This is an optimization exercise on Yosys and OpenROAD, whose aim is small area, not a production implementation. RTL that was checked went through simulation tests only; none was proved equivalent to the original. For runs 1, 2, 5 and 6, only the layout was checked, not whether the RTL still works. No activity file was given, so power comes from the tool's default toggle rates.

### flow/design.v
module spi_interface(
    output reg          mosi,
    input               miso,
    input               clk,
    input               rst,
    output reg          RX_valid,
    output reg [7:0]    output_shift_register,
    input               TX_valid,
    input [7:0]         input_shift_register
);
genvar j, p;
reg       r_in;                                 
reg       r_out;                                
reg [2:0] r_bit;
reg [3:0] r_q;                                  
reg [1:0] r_m;
reg       r_int;                                
reg [6:0] r_des;                                
wire r_k8   = (r_q == 4'd2) & (r_m == 2'd2);
wire r_k40  = (r_q == 4'd13) & (r_m == 2'd1);
wire r_end  = r_k40 | (r_int & r_k8);
wire r_last = r_in & (r_bit == 3'd7) & r_end;
wire r_lo   = (r_q < 4'd7);                     
wire r_ins  = r_in & (r_bit == 3'd7);
wire [7:0] r_byte = {r_des, miso};              
reg [20:0] ra [0:7];
reg [20:0] rb [0:7];
wire [7:0] r_tap;
generate
    for (j = 0; j < 8; j = j + 1) begin : rl
        always @(posedge clk) begin
            ra[j] <= {(r_ins & r_lo)  ? r_byte[7-j] : ra[j][0], ra[j][20:1]};
            rb[j] <= {(r_ins & ~r_lo) ? r_byte[7-j] : rb[j][0], rb[j][20:1]};
        end
        reg t;
        always @(*) begin
            if (r_lo) begin
                if (r_int)
                    case (r_m)
                        2'd0: t = ra[j][19];
                        2'd1: t = ra[j][5];
                        default: t = ra[j][12];
                    endcase
                else
                    case (r_m)
                        2'd0: t = ra[j][15];
                        2'd1: t = ra[j][1];
                        default: t = ra[j][8];
                    endcase
            end else begin
                case (r_m)
                    2'd0: t = rb[j][15];
                    2'd1: t = rb[j][1];
                    default: t = rb[j][8];
                endcase
            end
        end
        assign r_tap[7-j] = t;
    end
endgenerate
always @(posedge clk)
    r_des <= {r_des[5:0], miso};
always @(posedge clk) begin
    if (r_in & (r_q == 4'd0) & (r_m == 2'd0) & (r_bit == 3'd1))
        r_int <= miso;
end
always @(posedge clk or posedge rst) begin
    if (rst) begin
        r_in <= 1'b0;
        r_out <= 1'b0;
        RX_valid <= 1'b0;
        output_shift_register <= 8'd0;
    end else begin
        r_in <= r_in ? ~r_last : (~r_out & ~miso);
        r_out <= r_last | (r_out & ~r_end);
        RX_valid <= r_last | r_out;
        if (r_out)
            output_shift_register <= r_tap;
    end
end
wire r_inc = r_out | r_ins;
always @(posedge clk) begin
    if (~(r_in | r_out) | r_last | (r_out & r_end)) begin
        r_bit <= 3'd0;
        r_q <= 4'd0;
        r_m <= 2'd0;
    end else begin
        if (r_in)
            r_bit <= r_bit + 3'd1;
        if (r_inc) begin
            if (r_m == 2'd2) begin
                r_m <= 2'd0;
                r_q <= r_q + 4'd1;
            end else begin
                r_m <= r_m + 2'd1;
            end
        end
    end
end
reg       t_in;                                 
reg       t_out;                                
reg [2:0] t_bit;
reg [2:0] t_q;                                  
reg [2:0] t_m;
wire t_k8   = (t_q == 3'd1) & (t_m == 3'd2);
wire t_k40  = (t_q == 3'd6) & (t_m == 3'd4);
wire t_end  = (t_bit == 3'd7) & (t_k40 | (tr[1][14] & t_k8));
reg [41:0] tr [0:7];
reg t_tap;
generate
    for (j = 0; j < 8; j = j + 1) begin : tl
        always @(posedge clk)
            tr[j] <= {t_in ? input_shift_register[7-j] : tr[j][0], tr[j][41:1]};
    end
endgenerate
integer jj, mm;
always @(*) begin
    t_tap = 1'b0;
    for (jj = 0; jj < 8; jj = jj + 1)
        for (mm = 0; mm < 6; mm = mm + 1)
            if (t_bit == jj && t_m == mm)
                t_tap = tr[jj][(1 - jj - 7 * mm + 84) % 42];
end
always @(posedge clk or posedge rst) begin
    if (rst) begin
        t_in <= 1'b0;
        t_out <= 1'b0;
        mosi <= 1'b1;
    end else begin
        t_in <= t_in ? ~t_k40 : (~t_out & TX_valid);
        t_out <= (t_in & t_k40) | (t_out & ~t_end);
        if (t_out)
            mosi <= t_tap;
        else
            mosi <= ~(t_in | TX_valid);
    end
end
wire t_inc = t_in | (t_bit == 3'd7);
always @(posedge clk) begin
    if (~(t_in | t_out) | (t_in & t_k40) | (t_out & t_end)) begin
        t_bit <= 3'd0;
        t_q <= 3'd0;
        t_m <= 3'd0;
    end else begin
        if (t_out)
            t_bit <= t_bit + 3'd1;
        if (t_inc) begin
            if (t_m == 3'd5) begin
                t_m <= 3'd0;
                t_q <= t_q + 3'd1;
            end else begin
                t_m <= t_m + 3'd1;
            end
        end
    end
end
endmodule
### flow/flow/run.sh
#!/bin/bash
# The standard layout, with our own clock tree synthesis options.
set -euo pipefail
export CTS_ARGS="-sink_clustering_enable -repair_clock_nets -sink_clustering_size 35 -sink_clustering_max_diameter 60 -buf_list sky130_fd_sc_hd__buf_12 -dont_use_dummy_load"
export BUFFER_PORTS_ARGS="-buffer_cell sky130_fd_sc_hd__buf_1"
bash standard.sh > standard.log 2>&1
### flow/standard.sh
#!/bin/bash
# synth_recipe.tcl (not shown) runs the flow's synth.tcl, then flattens the netlist and writes it again
# the make line also repeats each setting of config.mk as NAME=value (left out here)
make -C /OpenROAD-flow-scripts/flow DESIGN_CONFIG=/design/flow/config.mk WORK_HOME=/design/flow/orfs CLKGATE_MAP_FILE= SYNTH_SCRIPT=/design/flow/synth_recipe.tcl "${@:-finish}"
### flow/config.mk
export PLATFORM = sky130hd
export DESIGN_NAME = spi_interface
export DESIGN_NICKNAME = spi_interface
export VERILOG_FILES = /design/flow/design.v
export SDC_FILE = /design/flow/constraint.sdc
export NUM_CORES = 8
export LEC_CHECK = 0
export CAP_MARGIN = 20
export CORE_MARGIN = 2
export CORE_UTILIZATION = 65
export SLEW_MARGIN = 20
### flow/constraint.sdc
create_clock -name core_clock -period 5.0 [get_ports {clk}]
set_input_delay 1.0000 -clock core_clock [delete_from_list [all_inputs] [get_ports {clk}]]
set_output_delay 1.0000 -clock core_clock [all_outputs]
set_load 0.01 [all_outputs]
==> flow_summary.ini, run 1 <==
[power]
vdd_drop_max_uv = 386
powerDensity_mw_per_mm2 = 536
leakagePower_nw = 7.30
finalPower_mw = 9.64

[timing]
period_minus_slack_ps = 2840
max_slew_margin = 0.359
fmax_mhz = 352
finalSetupViolCount = 0
worstMarginPinSlew_ps = 958
tns_ps = 0
rsz0062_at_grt = no
final_hold_viol_count = 0
fin_skew_ps = 61.2
finalCritPeriodShare = 0.569
slew_violations = 0
whs_ps = 261

[detailed_routing]
drc = 0
drt-initial-drc-count = 362
wirelength_microns = 23800
drtAntennaViolNets = 0
wl_per_cell_microns = 16.4
vias = 7116
dr.pass1.iters = 4
via_per_inst = 4.91

[global_route]
first_global_vias = 6966
antenna_found_initial = 0
grt_usage = 0.180
grt_max_degree = 36
grt_first_pass_wirelength_microns = 37100
overflow = 0

[synthesis]
netlist.area_leader.share = 0.827
ys_seq_elements = 712
yosysSeqAreaShare = 0.850
synth.area.top_cells = dfxtp_1, dfrtp_1, mux2_2, nor2_1, mux2i_1
synth_cell_types = 64
synth_top_family_by_area = compound AO/OA/AOI/OAI gates
synth_xor_area_frac = 0.00416
async_flop_share = 0.0197
synth_compound_area_frac = 0.0424
synth_area_sq_mm = 0.0169
ys.flop_type = dfxtp_1
synth.avg_cell_area_sq_um = 15.6
syn-num-nets = 1109
synth-edff-count = 1
synthAdderAreaFrac = 0.0126
yosys_warnings = 4
synth_mux_area_frac = 0.0424
syn_inst = 1080
synth-simple-area-share = 0.0370
yosysTopAreaCell = dfxtp_1

[floorplanning]
die_x_microns = 165
coreArea_sq_mm = 0.0253
die_h_microns = 165
die-area_sq_mm = 0.0272
rows = 58
ioPinCount = 22
start_util = 0.666

[finish]
final_layout_size_suffix_gt1_frac = 0.0760
nNetsFinal = 1149
area_delta_synth_final_pct = 6.68
diodes = 0
finalInstanceArea_sq_mm = 0.0180
final_util = 0.710

[worst_setup_path]
crit_fanout = 20
worstSetupPathType = reg2reg
required_ps = 5390
end_kind = register
arrival_ps = 3230
start_kind = register

[job]
drv_cap = 0

[clock_network]
cts_resized = 0
cts_setup_buffers = 0
clock_latency_ps = 490
numCtsBuffers = 36
clock_path_buffers = 3
cts_root_buf = buf_12
clkSinkCount = 712
cts_tree = done
h-tree-depth = 2
clkTransAtPathRegs_ps = 100
cts_hold_buf = 0

[status]
outcome = no timing/DRC/antenna violations

[placement]
place_area_sq_mm = 0.0173
hpwl_microns = 14700
gp_congestion = 0.874
portBuffers = 21

[hold_path]
hp-class = reg2reg
==> power breakdown <==
part	leakage (nW)	switching (mW)	internal (mW)
registers	5.92	0.235	6.26
logic	1.04	0.224	0.216
clock network	0.338	1.58	1.13
total	7.30	2.04	7.61
==> synthesized netlist by cell type (all sizes together), types with 3 or more instances <==
cell / count
a21oi: 42
mux2i: 23
a22o: 4
a31oi: 4
mux2: 27
o21a: 5
dfrtp: 13
o211ai: 4
nand2: 26
xor2: 3
xnor2: 5
a221oi: 4
nor2b: 7
mux4: 8
clkbuf: 13
nor3: 9
dfxtp: 697
o22ai: 6
nand3: 3
o21ai: 14
buf: 12
nand4: 4
a211oi: 4
ha: 17
inv: 16
nand2b: 4
nor2: 65
and2: 3
==> through the flow <==
step	setup WS [ps]	instances
finish	2160	1448
global route	1960	1448
CTS	2210	1448
detailed placement	2220	1412
global placement	2310	1412
floorplan	2800	1080
==> layout by cell type (no fill, tap or decap), types with 5 or more instances in the layout <==
| cell type | instances |
|---|---|
| dfxtp_1 | 697 |
| nor2_1 | 65 |
| a21oi_1 | 42 |
| buf_12 | 36 |
| mux2_2 | 27 |
| nand2_1 | 26 |
| mux2i_1 | 23 |
| buf_1 | 21 |
| ha_1 | 17 |
| inv_1 | 15 |
| dfrtp_1 | 13 |
| o21ai_0 | 12 |
| nor3_1 | 9 |
| mux4_2 | 8 |
| nor2b_1 | 7 |
| buf_4 | 6 |
| o21a_1 | 5 |
| o22ai_1 | 5 |
| xnor2_1 | 5 |
==> cell families (layout without fill, tap and decap cells) <==
family,Yosys count,count (layout)
flip-flops,712,712
AND/OR/NAND/NOR,135,135
AO/OA/AOI/OAI,109,109
multiplexers,58,58
buffers and inverters,41,79
adder cells (fa/ha/maj),17,17
XOR/XNOR,8,8
==> flip-flops by register name, summed over array words and instances, names as in the netlist, 2 cells and up, named ones only <==
register               count
t_q                        3
rb                       168
t_m                        3
r_m                        2
output_shift_register      8
r_des                      7
ra                       168
r_q                        4
tr                       336
t_bit                      3
r_bit                      3
==> area by class of cell <==
class | instances | area [sq um]
inverter | 16 | 60.1
sequential | 712 | 14300
clock buffer | 36 | 721
fill | 1684 | 7340
tap | 330 | 413
multi-input combinational | 327 | 2340
timing repair buffer | 27 | 124
==> metal layers <==
metal  wire (microns)  part of all wire  global-route usage
met3              771             0.032              0.0312
met4              733             0.031              0.0672
met2            10500              0.44               0.283
met1            11800              0.49               0.253
met5                0                 0                   0
==> path summary, 6_finish.rpt <==
check                                                 to  slack [ps]  startpoint  depth (start not counted)
worst max-delay path                                mosi        2160      t_m[2]                          9
worst min-delay path                           tr[5][14]         260   tr[5][15]                          0
worst max register to register                      mosi        2160      t_m[2]                          9
worst min register to register                 tr[5][14]         260   tr[5][15]                          0
max in group asynchronous                           t_in        3860         rst                          2
min in group asynchronous       output_shift_register[0]         660         rst                          2
==> worst max-delay path: stages, from the launching register on <==
cell and delay, ps:
dfxtp_1 790, inv_1 160, ha_1 430, inv_1 290
o211ai_1 130, o311a_1 350, a31oi_1 210, nor3_1 90
nor3b_1 190, a22o_1 160
==> run 2, diff against run 1 <==
==> flow/flow/run.sh (replaced) <==
#!/bin/bash
# The standard layout, with our own clock tree synthesis options.
set -euo pipefail
export CTS_ARGS="-sink_clustering_enable -repair_clock_nets -sink_clustering_size 25 -sink_clustering_max_diameter 60 -buf_list sky130_fd_sc_hd__buf_8 -dont_use_dummy_load"
export BUFFER_PORTS_ARGS="-buffer_cell sky130_fd_sc_hd__buf_1"
bash standard.sh > standard.log 2>&1
==> run 2 against run 1 <==
- still clean on timing, DRC and antenna
- via count is 0.73% lower
- cell area fell by 1.0%
- global-route usage is 0.40 points lower
- worst setup slack improved by 54 ps
- clock power down 14%
- power is 4.0% lower
- combinational power is essentially flat
- clock skew rose by 21 ps
==> flow_summary.ini, run 2 <==
[timing]
fin_skew_ps = 81.7
rsz0062_at_grt = no
finalSetupViolCount = 0
period_minus_slack_ps = 2790
worstMarginPinSlew_ps = 935
max_slew_margin = 0.374
slew_violations = 0
fmax_mhz = 358
final_hold_viol_count = 0
tns_ps = 0
setup_slack_ps = 2210
finalCritPeriodShare = 0.558

[synthesis]
ys_seq_elements = 712
synth-edff-count = 1
synth.area.top_cells = dfxtp_1, dfrtp_1, mux2_2, nor2_1, mux2i_1
yosysTopAreaCell = dfxtp_1
yosysMostFrequentCell = dfxtp_1
syn_inst = 1080
netlist.area_leader.share = 0.827
syn-num-nets = 1109
synth_area_sq_mm = 0.0169
synth_cell_types = 64
async_flop_share = 0.0197
yosys_warnings = 4
ys.flop_type = dfxtp_1
synthTopCellsByCount = dfxtp_1, nor2_1, a21oi_1, mux2_2, nand2_1
synth.avg_cell_area_sq_um = 15.6
yosysSeqAreaShare = 0.850

[finish]
final_layout_size_suffix_gt1_frac = 0.0760
final_util = 0.703
final_cell_mix = dfxtp_1, nor2_1, a21oi_1, buf_8, mux2_2
final_common_cell = dfxtp_1
finalInstanceArea_sq_mm = 0.0178
nNetsFinal = 1149
diodes = 0
layoutNonFillerInstCount = 1448
largestRegisters = tr (336), ra (168), rb (168)
regMostFlops = tr
fillCellCount = 1717
largest_register_ffs = 336
area_delta_synth_final_pct = 5.61

[worst_setup_path]
arrival_ps = 3230
end_kind = register
required_ps = 5440
worstSetupPathType = reg2reg
crit_fanout = 20
start_kind = register

[clock_network]
cts_root_buf = buf_8
clock_latency_ps = 510
cts_resized = 0
clkSinkCount = 712
clock_path_buffers = 3
numCtsBuffers = 36
cts_tree = done
cts_setup_buffers = 0
clkTransAtPathRegs_ps = 120
h-tree-depth = 2
cts_hold_buf = 0

[power]
powerDensity_mw_per_mm2 = 520
vdd_drop_max_uv = 409
leakagePower_nw = 7.23

[floorplanning]
rows = 58
coreArea_sq_mm = 0.0253
ioPinCount = 22
start_util = 0.666
die_x_microns = 165
die-area_sq_mm = 0.0272
die_h_microns = 165

[placement]
gp_congestion = 0.874
portBuffers = 21
place_area_sq_mm = 0.0173
hpwl_microns = 14700
post-place-ws_ps = 2220
dp_cells = 1412

[status]
outcome = no timing/DRC/antenna violations

[detailed_routing]
dr.pass1.iters = 4
wl_per_cell_microns = 16.2
vias = 7064
wirelength_microns = 23500
drt-initial-drc-count = 328
drc = 0
via_per_inst = 4.88
drtAntennaViolNets = 0

[job]
drv_cap = 0

[global_route]
grt_first_pass_wirelength_microns = 36400
overflow = 0
grt_max_degree = 31
first_global_vias = 6869
antenna_found_initial = 0
grt_usage = 0.176

[hold_path]
hp-class = reg2reg
run 2: changes by cell type in the layout (fill, tap and decap cells not counted):
cell / change
buf_12: -36
buf_8: +36
run 2: cells by family after synthesis:
family / synth area share
adder cells (fa/ha/maj): 0.0126
buffers and inverters: 0.0114
flip-flops: 0.850
AND/OR/NAND/NOR: 0.0370
XOR/XNOR: 0.00416
AO/OA/AOI/OAI: 0.0424
multiplexers: 0.0424
run 2: critical path: stages, from the launching register on:
cell      delay [ps]
dfxtp_1          810
inv_1            160
ha_1             430
inv_1            280
o211ai_1         130
o311a_1          350
a31oi_1          200
nor3_1            90
nor3b_1          190
a22o_1           160
run 2: power breakdown:
| part | switching (mW) | total (mW) | internal (mW) |
|---|---|---|---|
| sequential | 0.232 | 6.49 | 6.26 |
| combinational | 0.225 | 0.440 | 0.216 |
| clock | 1.54 | 2.33 | 0.788 |
run 2: final timing paths:
path / from / end / slack [ps] / cells past startpoint
min: tr[5][27] / tr[5][26] / 270 / 0
min reg2reg: tr[5][27] / tr[5][26] / 270 / 0
max reg2reg: t_m[2] / mosi / 2210 / 9
max in group asynchronous: rst / t_in / 3870 / 2
max: t_m[2] / mosi / 2210 / 9
min in group asynchronous: rst / r_in / 600 / 2
run 2: metrics by stage:
step / hold slack [ps] / power, mW
after floorplan: 310 / 6.87
after global placement: 310 / 7.05
after detailed placement: 312 / 7.07
after CTS: 267 / 9.34
after global routing: 259 / 9.62
final: 266 / 9.26
run 2: cell type report:
cell class                      count  area (sq um)  area share
Sequential cell                   712         14300       0.805
Multi-Input combinational cell    327          2340       0.131
Clock buffer                       36           541      0.0304
Tap cell                          330           413      0.0232
Timing Repair Buffer               27           124     0.00696
Inverter                           16          60.1     0.00337
run 2: metal layers:
layer  track usage  wire length, microns  vias up
li1              -                     -     3602
met1         0.252                 11900     3311
met2         0.269                 10000      103
met3        0.0327                   847       48
met4        0.0668                   694        0
met5             0                     0        -
==> run 3, diff against run 2 <==
--- a/flow/design.v
+++ b/flow/design.v
@@ -104,5 +104,6 @@
 reg [2:0] t_m;
+reg       t_int;                                
 wire t_k8   = (t_q == 3'd1) & (t_m == 3'd2);
 wire t_k40  = (t_q == 3'd6) & (t_m == 3'd4);
-wire t_end  = (t_bit == 3'd7) & (t_k40 | (tr[1][14] & t_k8));
+wire t_end  = (t_bit == 3'd7) & (t_k40 | (t_int & t_k8));
 reg [41:0] tr [0:7];
@@ -122,2 +123,6 @@
                 t_tap = tr[jj][(1 - jj - 7 * mm + 84) % 42];
+end
+always @(posedge clk) begin
+    if (t_in & (t_q == 3'd0) & (t_m == 3'd0))
+        t_int <= input_shift_register[6];
 end
==> flow/flow/run.sh (replaced) <==
#!/bin/bash
# The standard layout, with our own clock tree synthesis options.
set -euo pipefail
export CTS_ARGS="-sink_clustering_enable -repair_clock_nets -sink_clustering_size 40 -sink_clustering_max_diameter 60 -buf_list sky130_fd_sc_hd__clkbuf_16 -dont_use_dummy_load"
export BUFFER_PORTS_ARGS="-buffer_cell sky130_fd_sc_hd__buf_1"
bash standard.sh > standard.log 2>&1
==> run 3 against run 2 <==
- still clean on timing, DRC and antenna
- clock power grew 12%
- sequential cell count grew 1
- die area grew 0.84%
- worst setup slack lost 240 ps
==> flow_summary.ini, run 3 <==
[worst_setup_path]
required_ps = 5490
timing.rr.end = mosi
worstSetupPathType = reg2reg
reg2reg_slack_ps = 1970
worstPathCellList = and2_1, ha_1, or2_2, a2111oi_1, a211oi_1, o211ai_2, a21oi_1, o21ai_1, a211o_1
r2r_cells = 9
worstReg2RegStart = t_m[1]
slowest_delay_ps = 890
end_kind = register
cp_slowest_cell = dfxtp_1
crit_fanout = 26
start_kind = register
arrival_ps = 3520

[floorplanning]
rows = 59
ioPinCount = 22
die_h_microns = 166
start_util = 0.658
die_x_microns = 166
coreArea_sq_mm = 0.0258
die-area_sq_mm = 0.0275

[timing]
tns_ps = 0
period_minus_slack_ps = 3030
whs_ps = 253
fin_skew_ps = 71.4
max_slew_margin = 0.366
finalSetupViolCount = 0
final_hold_viol_count = 0
slew_violations = 0
finalCritPeriodShare = 0.607
fmax_mhz = 330
setup_slack_ps = 1970
rsz0062_at_grt = no
worstMarginPinSlew_ps = 947

[finish]
largest_register_ffs = 336
final_cell_mix = dfxtp_1, nor2_1, a21oi_1, clkbuf_16, mux2_2
finalInstanceArea_sq_mm = 0.0182
diodes = 0
regMostFlops = tr
final_common_cell = dfxtp_1
nNetsFinal = 1150
final_layout_size_suffix_gt1_frac = 0.0769
area_delta_synth_final_pct = 6.83
largestRegisters = tr (336), ra (168), rb (168)

[placement]
portBuffers = 21
gp_congestion = 0.858
hpwl_microns = 15100
post-place-ws_ps = 1980
place_area_sq_mm = 0.0174

[clock_network]
clock_path_buffers = 3
numCtsBuffers = 31
clock_latency_ps = 600
cts_tree = done
cts_hold_buf = 0
h-tree-depth = 1
cts_root_buf = clkbuf_16
clkTransAtPathRegs_ps = 120
clkSinkCount = 713
cts_setup_buffers = 0
cts_resized = 0

[global_route]
overflow = 0
grt_usage = 0.178
grt_first_pass_wirelength_microns = 38700
grt_max_degree = 41
antenna_found_initial = 0
first_global_vias = 7149

[hold_path]
min_to = tr[1][24]
hp-class = reg2reg
min_path_cells = 0
worstHoldStart = tr[1][25]

[synthesis]
synthTopCellsByCount = dfxtp_1, nor2_1, a21oi_1, mux2_2, mux2i_1
synth-edff-count = 2
ys_seq_elements = 713
synth_area_sq_mm = 0.0170
synth.area.top_cells = dfxtp_1, dfrtp_1, mux2_2, a21oi_1, nor2_1
yosys_warnings = 4
ys.flop_type = dfxtp_1
synth_cell_types = 71
yosysMostFrequentCell = dfxtp_1
syn_inst = 1088
async_flop_share = 0.0196
yosysSeqAreaShare = 0.845
synth.avg_cell_area_sq_um = 15.6
netlist.area_leader.share = 0.820
syn-num-nets = 1118
yosysTopAreaCell = dfxtp_1

[detailed_routing]
via_per_inst = 4.90
drc = 0
vias = 7119
wirelength_microns = 24000
drtAntennaViolNets = 0
drt-initial-drc-count = 446
wl_per_cell_microns = 16.5
dr.pass1.iters = 4

[power]
vdd_drop_max_uv = 534
finalPower_mw = 9.63
powerDensity_mw_per_mm2 = 530
leakagePower_nw = 7.40

[status]
outcome = no timing/DRC/antenna violations

[job]
drv_cap = 0
## run 3: cell types whose count changed in the layout (fill, tap and decap cells not counted), sizes merged, moves of 7 or more
cell / before / now
a21oi: 42 / 49
buf: 63 / 27
clkbuf: 0 / 31
nand2: 26 / 17
## run 3: worst max path at each step
| stage | startpoint | depth (start not counted) | endpoint |
|---|---|---|---|
| after floorplan | t_m[0] | 12 | mosi |
| after global placement | t_m[1] | 9 | mosi |
| after detailed placement | t_m[1] | 9 | mosi |
| after CTS | t_m[1] | 9 | mosi |
| after global routing | t_m[1] | 9 | mosi |
| final | t_m[1] | 9 | mosi |
## run 3: where the power goes
| group | internal, mW | leakage, nW | switching (mW) | total, mW |
|---|---|---|---|---|
| clock | 1.10 | 0.382 | 1.52 | 2.62 |
| sequential | 6.30 | 5.94 | 0.231 | 6.54 |
| combinational | 0.221 | 1.08 | 0.247 | 0.467 |
| total | 7.63 | 7.40 | 2.00 | 9.63 |
## run 3: logic make-up (layout without fill, tap and decap cells)
| kind of cell | count (synthesis) | count (layout) | share of synthesized area |
|---|---|---|---|
| AO/OA/AOI/OAI | 110 | 110 | 0.0428 |
| XOR/XNOR | 8 | 8 | 0.00412 |
| adder cells (fa/ha/maj) | 18 | 18 | 0.0132 |
| buffers and inverters | 47 | 77 | 0.0134 |
| flip-flops | 713 | 713 | 0.845 |
| multiplexers | 56 | 56 | 0.0410 |
| AND/OR/NAND/NOR | 136 | 136 | 0.0408 |
## run 3: worst max-delay path: cells and delay by family, from the launching register on
| family | cells | cell delay [ps] |
|---|---|---|
| compound gates | 6 | 1020 |
| fa+ha+maj | 1 | 600 |
| flops | 1 | 890 |
| simple gates | 2 | 470 |
## run 3: layer usage
layer  part of all wire  GRT usage
met1               0.50      0.259
met2               0.44      0.279
met3              0.031     0.0257
met4              0.033     0.0624
met5                  0          0
## run 3: cell type report
class | instances | area (sq um)
clock buffers | 31 | 776
fillers | 1746 | 7670
inverters | 19 | 71.3
multi-input cells | 328 | 2410
flip-flops and latches | 713 | 14400
well taps | 335 | 419
repair buffers | 27 | 124
## run 3: metrics by stage
step,util,std cells
floorplan,-,1088
global placement,0.673,1422
detailed placement,0.673,1422
CTS,0.703,1453
global route,0.703,1453
finish,0.703,1453
==> run 4, diff against run 3 <==
==> flow/run.sh (new file) <==
#!/bin/bash
# synth_recipe.tcl (not shown) runs the flow's synth.tcl, then flattens the netlist and writes it again
# the make line also repeats each setting of config.mk as NAME=value (left out here)
make -C /OpenROAD-flow-scripts/flow DESIGN_CONFIG=/design/flow/config.mk WORK_HOME=/design/flow/orfs CLKGATE_MAP_FILE= SYNTH_SCRIPT=/design/flow/synth_recipe.tcl finish
--- a/flow/config.mk
+++ b/flow/config.mk
@@ -10,2 +10,5 @@
 export CORE_UTILIZATION = 65
+export CTS_BUF_LIST = sky130_fd_sc_hd__clkbuf_8
+export CTS_CLUSTER_DIAMETER = 60
+export CTS_CLUSTER_SIZE = 20
 export SLEW_MARGIN = 20
removed: flow/flow/run.sh
removed: flow/standard.sh
==> run 4 against run 3 <==
- still clean on timing, DRC and antenna
- first-iteration DRC count decreased by 9.4%
- synthesized area unchanged
- sequential power about the same
- clock-buffer cell count increased by 14
- register-to-register slack got worse by 60 ps
- synthesized cell count unchanged
- utilization increased by 0.42 points
- global-route usage about the same
- clock skew decreased by 49 ps
- worst hold slack improved by 62 ps
- combinational power increased by 4%
- sequential share of layout area decreased by 0.46 points
- critical path type unchanged
==> flow_summary.ini, run 4 <==
[synthesis]
synth.area.top_cells = dfxtp_1, dfrtp_1, mux2_2, a21oi_1, nor2_1
synthTopCellsByCount = dfxtp_1, nor2_1, a21oi_1, mux2_2, mux2i_1
yosysMostFrequentCell = dfxtp_1
synth_cell_types = 71
synth-edff-count = 2
netlist.area_leader.share = 0.820
yosys_warnings = 4
yosysSeqAreaShare = 0.845
ys_seq_elements = 713
ys.flop_type = dfxtp_1
yosysTopAreaCell = dfxtp_1
syn-num-nets = 1118
syn_inst = 1088
synth.avg_cell_area_sq_um = 15.6
synth_area_sq_mm = 0.0170
async_flop_share = 0.0196

[finish]
largest_register_ffs = 336
diodes = 0
fillCellCount = 1717
final_layout_size_suffix_gt1_frac = 0.0929
area_delta_synth_final_pct = 7.47
seq_area_sq_mm = 0.0144
largestRegisters = tr (336), ra (168), rb (168)
final_common_cell = dfxtp_1
multi_input_comb_area_sq_mm = 0.00241
regMostFlops = tr
layoutNonFillerInstCount = 1476
final_util = 0.707
final_cell_mix = dfxtp_1, nor2_1, a21oi_1, clkbuf_8, mux2_2
nNetsFinal = 1162

[clock_network]
clock_path_buffers = 3
cts_resized = 0
cts_hold_buf = 0
clkSinkCount = 713
clock_latency_ps = 580
clkTransAtPathRegs_ps = 110
h-tree-depth = 2
cts_setup_buffers = 0
numCtsBuffers = 44
cts_root_buf = clkbuf_8
cts_tree = done

[detailed_routing]
wirelength_microns = 24000
via_per_inst = 4.89
dr.pass1.iters = 5
vias = 7217
drtAntennaViolNets = 0
drc = 0
wl_per_cell_microns = 16.3
drt-initial-drc-count = 404

[timing]
fmax_mhz = 323
max_slew_margin = 0.357
finalCritPeriodShare = 0.619
fin_skew_ps = 22.8
slew_violations = 0
period_minus_slack_ps = 3090
final_hold_viol_count = 0
rsz0062_at_grt = no
worstMarginPinSlew_ps = 961
finalSetupViolCount = 0
tns_ps = 0

[global_route]
grt_usage = 0.178
grt_first_pass_wirelength_microns = 38400
grt_max_degree = 35
overflow = 0
first_global_vias = 7230
antenna_found_initial = 0

[power]
powerDensity_mw_per_mm2 = 524
vdd_drop_max_uv = 398
leakagePower_nw = 7.47

[placement]
portBuffers = 21
hpwl_microns = 15300
gp_congestion = 0.879
dp_cells = 1421

[floorplanning]
ioPinCount = 22
rows = 59
coreArea_sq_mm = 0.0258
start_util = 0.658
die-area_sq_mm = 0.0275
die_x_microns = 166
die_h_microns = 166

[worst_setup_path]
end_kind = register
required_ps = 5490
worstSetupPathType = reg2reg
start_kind = register
crit_fanout = 26
arrival_ps = 3580

[status]
outcome = no timing/DRC/antenna violations

[hold_path]
hp-class = reg2reg

[job]
drv_cap = 0
-- run 4: worst paths after layout --
path	endpoint	slack, ps	cells past startpoint	startpoint
worst max-delay path	mosi	1910	9	t_m[1]
worst min-delay path	tr[7][11]	310	0	tr[7][12]
worst max register to register	mosi	1910	9	t_m[1]
worst min register to register	tr[7][11]	310	0	tr[7][12]
max in group asynchronous	output_shift_register[4]	3720	2	rst
min in group asynchronous	output_shift_register[3]	820	2	rst
-- run 4: cell families (layout without fill, tap and decap cells) --
| kind of cell | count (synthesis) | after routing | share of synthesized area |
|---|---|---|---|
| xor gates and xnor gates | 8 | 8 | 0.00412 |
| adders and majority gates | 18 | 18 | 0.0132 |
| muxes | 56 | 56 | 0.0410 |
| AOI/OAI and AO/OA | 110 | 110 | 0.0428 |
| DFF | 713 | 713 | 0.845 |
| and+or+nand+nor | 136 | 136 | 0.0408 |
| buffers and inverters | 47 | 100 | 0.0134 |
-- run 4: cell type report --
cell class,count,area share
multi-input cells,328,0.132
repair buffers,26,0.0136
clock buffers,45,0.0339
well taps,335,0.0229
inverters,19,0.00390
clock inverters,10,0.00767
flip-flops and latches,713,0.786
-- run 4: routing by layer --
layer / global-route usage / vias up / wire length (microns)
li1: - / 3637 / -
met1: 0.252 / 3396 / 11700
met2: 0.280 / 126 / 10700
met3: 0.0296 / 58 / 805
met4: 0.0699 / 0 / 720
met5: 0 / - / 0
-- run 4: worst max-delay path, cell delays in order (launching register included) --
cell	delay, ps
dfxtp_1	920
and2_1	230
ha_1	600
or2_2	240
a2111oi_1	50
a211oi_1	350
o211ai_2	120
a21oi_1	140
o21ai_1	90
a211o_1	260
-- run 4: through the flow --
stage	instance area, sq um	hold slack, ps	worst slack, ps	power, mW
after global placement	17500	309	1800	7.15
final	18300	315	1910	9.59
after CTS	18300	314	1700	9.69
after global routing	18300	315	1590	10.0
after floorplan	17000	310	2680	6.93
after detailed placement	17500	312	1760	7.17
-- run 4: report_power, final --
group	internal (mW)	switching, mW	leakage, nW
sequential	6.30	0.248	5.94
combinational	0.255	0.230	1.13
clock	0.961	1.59	0.405
==> run 5, diff against run 4 <==
--- a/flow/design.v
+++ b/flow/design.v
@@ -104,6 +104,5 @@
 reg [2:0] t_m;
-reg       t_int;                                
 wire t_k8   = (t_q == 3'd1) & (t_m == 3'd2);
 wire t_k40  = (t_q == 3'd6) & (t_m == 3'd4);
-wire t_end  = (t_bit == 3'd7) & (t_k40 | (t_int & t_k8));
+wire t_end  = (t_bit == 3'd7) & (t_k40 | (tr[1][14] & t_k8));
 reg [41:0] tr [0:7];
@@ -123,6 +122,2 @@
                 t_tap = tr[jj][(1 - jj - 7 * mm + 84) % 42];
-end
-always @(posedge clk) begin
-    if (t_in & (t_q == 3'd0) & (t_m == 3'd0))
-        t_int <= input_shift_register[6];
 end
==> flow/flow/run.sh (new file) <==
#!/bin/bash
# The standard layout, with our own clock tree synthesis options.
set -euo pipefail
export CTS_ARGS="-sink_clustering_enable -repair_clock_nets -sink_clustering_size 18 -sink_clustering_max_diameter 50 -buf_list sky130_fd_sc_hd__buf_6 -dont_use_dummy_load"
export BUFFER_PORTS_ARGS="-buffer_cell sky130_fd_sc_hd__buf_1"
bash standard.sh > standard.log 2>&1
==> flow/standard.sh (new file) <==
#!/bin/bash
# synth_recipe.tcl (not shown) runs the flow's synth.tcl, then flattens the netlist and writes it again
# the make line also repeats each setting of config.mk as NAME=value (left out here)
make -C /OpenROAD-flow-scripts/flow DESIGN_CONFIG=/design/flow/config.mk WORK_HOME=/design/flow/orfs CLKGATE_MAP_FILE= SYNTH_SCRIPT=/design/flow/synth_recipe.tcl "${@:-finish}"
--- a/flow/config.mk
+++ b/flow/config.mk
@@ -7,8 +7,7 @@
 export LEC_CHECK = 0
+export ABC_AREA = 1
 export CAP_MARGIN = 20
 export CORE_MARGIN = 2
-export CORE_UTILIZATION = 65
-export CTS_BUF_LIST = sky130_fd_sc_hd__clkbuf_8
-export CTS_CLUSTER_DIAMETER = 60
-export CTS_CLUSTER_SIZE = 20
+export CORE_UTILIZATION = 75
+export PLACE_DENSITY = 0.8
 export SLEW_MARGIN = 20
removed: flow/run.sh
==> run 5 against run 4 <==
- still clean on timing, DRC and antenna
- first-iteration DRC count increased by 21%
- sequential cell count down 1
- cell area is 2.8% lower
- largest cell class unchanged
- largest power group unchanged
==> flow_summary.ini, run 5 <==
[timing]
fmax_mhz = 255
slew_violations = 0
final_hold_viol_count = 0
worstMarginPinSlew_ps = 886
period_minus_slack_ps = 3920
finalCritPeriodShare = 0.785
rsz0062_at_grt = no
finalSetupViolCount = 0
fin_skew_ps = 48.7
tns_ps = 0
max_slew_margin = 0.409

[global_route]
met3_usage = 0.0375
grt_usage = 0.231
grt_first_pass_wirelength_microns = 42200
grt_busiest_layer = met2
overflow = 0
grt_max_degree = 26
grtUsageMet2 = 0.396
antenna_found_initial = 0
first_global_vias = 8314
grt_use_met1 = 0.300

[floorplanning]
coreArea_sq_mm = 0.0220
die-area_sq_mm = 0.0237
rows = 54
ioPinCount = 22
die_x_microns = 154
die_h_microns = 154
start_util = 0.767

[synthesis]
synth.avg_cell_area_sq_um = 13.4
yosys_warnings = 4
synth.area.top_cells = dfxtp_1, nand2_1, dfrtp_1, nor2_1, inv_1
netlist.area_leader.share = 0.828
ys_seq_elements = 712
yosysSeqAreaShare = 0.851
yosysTopAreaCell = dfxtp_1
syn-num-nets = 1284
yosysMostFrequentCell = dfxtp_1
syn_inst = 1255
ys.flop_type = dfxtp_1
synth_area_sq_mm = 0.0168
async_flop_share = 0.0197
synth_cell_types = 34
synthTopCellsByCount = dfxtp_1, nand2_1, nor2_1, inv_1, nand3_1
synth-edff-count = 1

[clock_network]
clkSinkCount = 712
cts_resized = 0
numCtsBuffers = 47
cts_root_buf = buf_6
cts_hold_buf = 0
cts_setup_buffers = 0
h-tree-depth = 2
cts_tree = done
clock_path_buffers = 3
clock_latency_ps = 540
clkTransAtPathRegs_ps = 100

[finish]
largest_register_ffs = 336
multi_input_comb_area_sq_mm = 0.00218
regMostFlops = tr
diodes = 0
final_common_cell = dfxtp_1
seq_area_sq_mm = 0.0143
fillCellCount = 1194
final_util = 0.809
nNetsFinal = 1339
final_cell_mix = dfxtp_1, nand2_1, nor2_1, inv_1, buf_6
area_delta_synth_final_pct = 5.45
largestRegisters = tr (336), ra (168), rb (168)
final_layout_size_suffix_gt1_frac = 0.0566

[power]
vdd_drop_max_uv = 354
p_comb_frac = 0.079
power.share.sequential = 0.672
p_int_mw = 6.98
powerDensity_mw_per_mm2 = 517
netSwitchingPower_mw = 2.20
leakagePower_nw = 7.49
swShare = 0.240
power.share.clock = 0.249

[worst_setup_path]
required_ps = 5430
worstReg2RegStart = t_m[1]
timing.rr.end = mosi
slowest_delay_ps = 530
reg2reg_slack_ps = 1080
r2r_cells = 58
cpMostUsedCell = nand2_1
start_kind = register
end_kind = register
crit_fanout = 9
arrival_ps = 4360
worstSetupPathType = reg2reg
cp_slowest_cell = dfxtp_1

[hold_path]
min_path_cells = 0
hp-class = reg2reg
worstHoldStart = tr[0][14]
min_to = tr[0][13]

[detailed_routing]
dr.pass1.iters = 6
via_per_inst = 5.08
drc = 0
drt-initial-drc-count = 489
wirelength_microns = 26800
drtAntennaViolNets = 0
wl_per_cell_microns = 16.9
vias = 8064

[placement]
gp_congestion = 0.899
portBuffers = 21
hpwl_microns = 17200

[job]
drv_cap = 0

[status]
outcome = no timing/DRC/antenna violations
[run 5: cell types whose count changed in the layout (fill, tap and decap cells not counted), moves of 21 or more]
cell / before / now
nand2_1: 17 / 223
buf_6: 0 / 47
clkbuf_8: 45 / 0
inv_1: 22 / 63
a21oi_1: 49 / 22
mux2_2: 25 / 1
nand3_1: 4 / 27
mux2i_1: 22 / 0
buf_1: 0 / 21
clkdlybuf4s50_1: 21 / 0
[run 5: cell families after synthesis]
kind of cell / after synthesis / share of synthesized area
flip-flops: 712 / 0.851
AND/OR/NAND/NOR: 349 / 0.0835
buffers and inverters: 89 / 0.0200
AO/OA/AOI/OAI: 83 / 0.0304
adder cells (fa/ha/maj): 17 / 0.0126
XOR/XNOR: 4 / 0.00208
multiplexers: 1 / 0.000668
[run 5: power by group through the flow]
| stage | Sequential, mW | Clock [mW] | Combinational (mW) |
|---|---|---|---|
| after floorplan | 6.20 | 0 | 0.581 |
| after global placement | 6.28 | 0 | 0.696 |
| after detailed placement | 6.29 | 0 | 0.712 |
| after CTS | 6.17 | 2.33 | 0.723 |
| after global routing | 6.20 | 2.52 | 0.830 |
| final | 6.17 | 2.28 | 0.727 |
[run 5: stage by stage]
stage / setup WS (ps) / instances / instance area [sq um] / power [mW] / hold slack, ps
CTS: 1110 / 1588 / 17800 / 9.22 / 287
finish: 1080 / 1588 / 17800 / 9.18 / 288
detailed placement: 1130 / 1541 / 17200 / 7.00 / 312
global placement: 1200 / 1541 / 17200 / 6.97 / 310
global route: 555 / 1588 / 17800 / 9.55 / 288
floorplan: 1750 / 1255 / 16800 / 6.78 / 310
[run 5: cell type report]
cell class / count / area share
Multi-Input combinational cell: 454 / 0.123
Tap cell: 280 / 0.0197
Inverter: 70 / 0.0148
Clock buffer: 47 / 0.0298
Sequential cell: 712 / 0.807
Timing Repair Buffer: 25 / 0.00613
[run 5: per-layer routing]
| layer | vias to the layer above | wire, microns |
|---|---|---|
| li1 | 4009 | - |
| met1 | 3821 | 12100 |
| met2 | 161 | 12900 |
| met3 | 73 | 886 |
| met4 | 0 | 909 |
| met5 | - | 0 |
[run 5: how the worst max path moves through the flow]
stage	from	endpoint	slack [ps]
after floorplan	t_m[1]	mosi	1750
after global routing	t_m[1]	mosi	550
after CTS	t_m[1]	mosi	1110
after detailed placement	t_m[1]	mosi	1130
after global placement	t_m[1]	mosi	1200
final	t_m[1]	mosi	1080
[run 5: critical path, delay by kind of cell, from the launching register on]
kind	cells	cell delay [ps]
and+or+nand+nor	54	2760
DFF	1	530
adders and majority gates	1	290
buffers and inverters	3	270
==> run 6, diff against run 5 <==
--- a/flow/design.v
+++ b/flow/design.v
@@ -17,3 +17,2 @@
 reg       r_int;                                
-reg [6:0] r_des;                                
 wire r_k8   = (r_q == 4'd2) & (r_m == 2'd2);
@@ -24,3 +23,2 @@
 wire r_ins  = r_in & (r_bit == 3'd7);
-wire [7:0] r_byte = {r_des, miso};              
 reg [20:0] ra [0:7];
@@ -30,5 +28,6 @@
     for (j = 0; j < 8; j = j + 1) begin : rl
+        wire ins = r_in & (r_bit == j);
         always @(posedge clk) begin
-            ra[j] <= {(r_ins & r_lo)  ? r_byte[7-j] : ra[j][0], ra[j][20:1]};
-            rb[j] <= {(r_ins & ~r_lo) ? r_byte[7-j] : rb[j][0], rb[j][20:1]};
+            ra[j] <= {(ins & r_lo)  ? miso : ra[j][0], ra[j][20:1]};
+            rb[j] <= {(ins & ~r_lo) ? miso : rb[j][0], rb[j][20:1]};
         end
@@ -39,5 +38,5 @@
                     case (r_m)
-                        2'd0: t = ra[j][19];
-                        2'd1: t = ra[j][5];
-                        default: t = ra[j][12];
+                        2'd0: t = ra[j][(j + 12) % 21];
+                        2'd1: t = ra[j][(j + 19) % 21];
+                        default: t = ra[j][(j + 26) % 21];
                     endcase
@@ -45,5 +44,5 @@
                     case (r_m)
-                        2'd0: t = ra[j][15];
-                        2'd1: t = ra[j][1];
-                        default: t = ra[j][8];
+                        2'd0: t = ra[j][(j + 8) % 21];
+                        2'd1: t = ra[j][(j + 15) % 21];
+                        default: t = ra[j][(j + 22) % 21];
                     endcase
@@ -51,5 +50,5 @@
                 case (r_m)
-                    2'd0: t = rb[j][15];
-                    2'd1: t = rb[j][1];
-                    default: t = rb[j][8];
+                    2'd0: t = rb[j][(j + 8) % 21];
+                    2'd1: t = rb[j][(j + 15) % 21];
+                    default: t = rb[j][(j + 22) % 21];
                 endcase
@@ -60,4 +59,2 @@
 endgenerate
-always @(posedge clk)
-    r_des <= {r_des[5:0], miso};
 always @(posedge clk) begin
==> run 6 against run 5 <==
- still clean
- register-to-register slack gained 40 ps
- final cell count decreased by 0.76%
- maximum frequency grew 0.96%
- routed wire length is 4.4% higher
- die area shrank 0.40%
- critical endpoint unchanged
- largest power group unchanged
==> flow_summary.ini, run 6 <==
[clock_network]
clock_path_buffers = 3
clkTransAtPathRegs_ps = 110
cts_tree = done
cts_hold_buf = 0
clock_latency_ps = 530
h-tree-depth = 2
numCtsBuffers = 46
cts_root_buf = buf_6
cts_setup_buffers = 0
clkSinkCount = 705
cts_resized = 0

[timing]
slew_violations = 0
fmax_mhz = 257
finalCritPeriodShare = 0.777
max_slew_margin = 0.288
rsz0062_at_grt = no
period_minus_slack_ps = 3890
worstMarginPinSlew_ps = 1060
finalSetupViolCount = 0
tns_ps = 0
final_hold_viol_count = 0
fin_skew_ps = 77.6

[finish]
final_cell_mix = dfxtp_1, nand2_1, nor2_1, a21oi_1, inv_1
final_layout_size_suffix_gt1_frac = 0.0548
largestRegisters = tr (336), ra (168), rb (168)
largest_register_ffs = 336
final_common_cell = dfxtp_1
nNetsFinal = 1330
diodes = 0
area_delta_synth_final_pct = 5.30
regMostFlops = tr

[detailed_routing]
wirelength_microns = 28000
drc = 0
via_per_inst = 5.23
vias = 8235
drt-initial-drc-count = 688
dr.pass1.iters = 5
wl_per_cell_microns = 17.7
drtAntennaViolNets = 0

[power]
swShare = 0.239
power.share.clock = 0.247
vdd_drop_max_uv = 349
powerDensity_mw_per_mm2 = 512
p_comb_frac = 0.080
finalPower_mw = 9.05
leakagePower_nw = 7.49
p_int_mw = 6.89
power.share.sequential = 0.673
netSwitchingPower_mw = 2.16

[worst_setup_path]
slowest_delay_ps = 550
cpMostUsedCell = nand2_1
start_kind = register
r2r_cells = 56
worstSetupPathType = reg2reg
reg2reg_slack_ps = 1110
end_kind = register
cp_slowest_cell = dfxtp_1
required_ps = 5390
crit_fanout = 9
worstReg2RegStart = t_m[1]
critPathBufInv = 2
timing.rr.end = mosi
arrival_ps = 4280
critPathTopFamily = simple AND/OR/NAND/NOR gates
cp-startpoint = t_m[1]

[synthesis]
syn-num-nets = 1280
yosys_warnings = 4
synth-edff-count = 1
yosysTopAreaCell = dfxtp_1
synth.avg_cell_area_sq_um = 13.4
async_flop_share = 0.0199
synth.area.top_cells = dfxtp_1, nand2_1, dfrtp_1, nor2_1, a21oi_1
synthTopCellsByCount = dfxtp_1, nand2_1, nor2_1, a21oi_1, inv_1
yosysSeqAreaShare = 0.846
yosysMostFrequentCell = dfxtp_1
netlist.area_leader.share = 0.823
syn_inst = 1248
ys.flop_type = dfxtp_1
synth_cell_types = 31
synth_area_sq_mm = 0.0168
ys_seq_elements = 705

[floorplanning]
die_x_microns = 154
die_h_microns = 154
start_util = 0.767
coreArea_sq_mm = 0.0219
ioPinCount = 22
rows = 54
die-area_sq_mm = 0.0236

[hold_path]
min_to = tr[6][5]
worstHoldStart = tr[6][6]
min_path_cells = 0
hp-class = reg2reg

[global_route]
overflow = 0
grt_max_degree = 32
grt_first_pass_wirelength_microns = 43100
first_global_vias = 8206
grt_usage = 0.236
antenna_found_initial = 0

[placement]
portBuffers = 21
hpwl_microns = 17500
gp_congestion = 0.843

[job]
drv_cap = 0

[status]
outcome = no timing/DRC/antenna violations
-- run 6: changes by cell type after synthesis, moves of 8 or more --
cell      before  now
a31o_2        11    0
a31oi_1        8   19
inv_1         63   54
a221oi_1       0    9
o211ai_1       8    0
nand3_1       27   37
nand2_1      223  183
a21oi_1       22   57
a211o_1        0    8
o21ai_0       22   10
-- run 6: cell type report --
class	instances	area [sq um]
Clock buffer	46	518
Tap cell	280	350
Timing Repair Buffer	25	109
Multi-Input combinational cell	456	2260
Inverter	64	240
Sequential cell	705	14200
Fill cell	1163	4220
-- run 6: how the worst max path moves through the flow --
| stage | cells past startpoint | endpoint | slack, ps |
|---|---|---|---|
| finish | 56 | mosi | 1110 |
| global route | 56 | mosi | 610 |
| CTS | 56 | mosi | 1120 |
| detailed placement | 56 | mosi | 1210 |
| floorplan | 57 | mosi | 1820 |
| global placement | 56 | mosi | 1290 |
-- run 6: cell families (layout without fill, tap and decap cells) --
kind of cell	count (synthesis)	in the layout	synth area share
XOR/XNOR	3	3	0.00157
flip-flops	705	705	0.846
multiplexers	1	1	0.000671
adder cells (fa/ha/maj)	20	20	0.0149
AO/OA/AOI/OAI	113	113	0.0400
buffers and inverters	87	135	0.0198
AND/OR/NAND/NOR	319	319	0.0772
-- run 6: metal layers --
metal | global-route usage | share of wire | routed length [microns] | vias to the layer above
li1 | - | - | - | 4020
met3 | 0.0355 | 0.043 | 1190 | 63
met1 | 0.348 | 0.48 | 13400 | 3951
met5 | 0 | 0 | 0 | -
met2 | 0.366 | 0.45 | 12700 | 201
met4 | 0.0830 | 0.026 | 723 | 0
-- run 6: through the flow --
step | area, sq um | hold slack (ps) | std cells | setup slack, ps | util
after detailed placement | 17200 | 312 | 1530 | 1210 | 0.784
final | 17700 | 253 | 1576 | 1110 | 0.807
after floorplan | 16800 | 310 | 1248 | 1820 | -
after CTS | 17700 | 259 | 1576 | 1120 | 0.807
after global placement | 17200 | 310 | 1530 | 1290 | 0.784
after global routing | 17700 | 255 | 1576 | 606 | 0.807
-- run 6: power groups by stage --
stage	Clock, mW	Sequential (mW)	Combinational [mW]
after global placement	0	6.20	0.701
after CTS	2.27	6.10	0.722
after detailed placement	0	6.22	0.715
final	2.24	6.09	0.723
after global routing	2.46	6.12	0.835
after floorplan	0	6.13	0.587

[static timing again, ports no longer ideal]
The results above use ideal ports. As a check the final layouts listed here were re-extracted and re-timed, cells and wires unchanged. Step 1 sets driving cells, clkbuf_16 on the clock port and buf_2 on the other inputs (assumed; they add their load-dependent delay and slew). Step 2, shift: input delay + t, output delay - t, t = (earliest + latest rising clock arrival at the registers) / 2. This alone moves slack from input paths to output paths. Slacks: no drivers / after step 1 / after step 2; pairs: no drivers / after step 1.
run | t, ns | slack for setup (ns) | hold WS [ns] | worst register clock-pin slew, ns | worst data-port slew with drivers (ns)
run 1 | 0.506 | 2.156 / 2.156 / 2.156 | 0.261 / 0.261 / 0.261 | 0.12 / 0.12 | 0.03
run 2 | 0.521 | 2.210 / 2.210 / 2.210 | 0.266 / 0.266 / 0.266 | 0.12 / 0.12 | 0.03
run 3 | 0.619 | 1.967 / 1.967 / 1.967 | 0.253 / 0.253 / 0.253 | 0.13 / 0.13 | 0.03
run 4 | 0.609 | 1.906 / 1.906 / 1.906 | 0.315 / 0.315 / 0.315 | 0.12 / 0.12 | 0.04
run 5 | 0.554 | 1.075 / 1.075 / 1.075 | 0.288 / 0.288 / 0.288 | 0.12 / 0.12 | 0.03
run 6 | 0.543 | 1.113 / 1.113 / 1.113 | 0.253 / 0.253 / 0.253 | 0.12 / 0.12 | 0.03
After both steps every run listed still meets setup and hold.
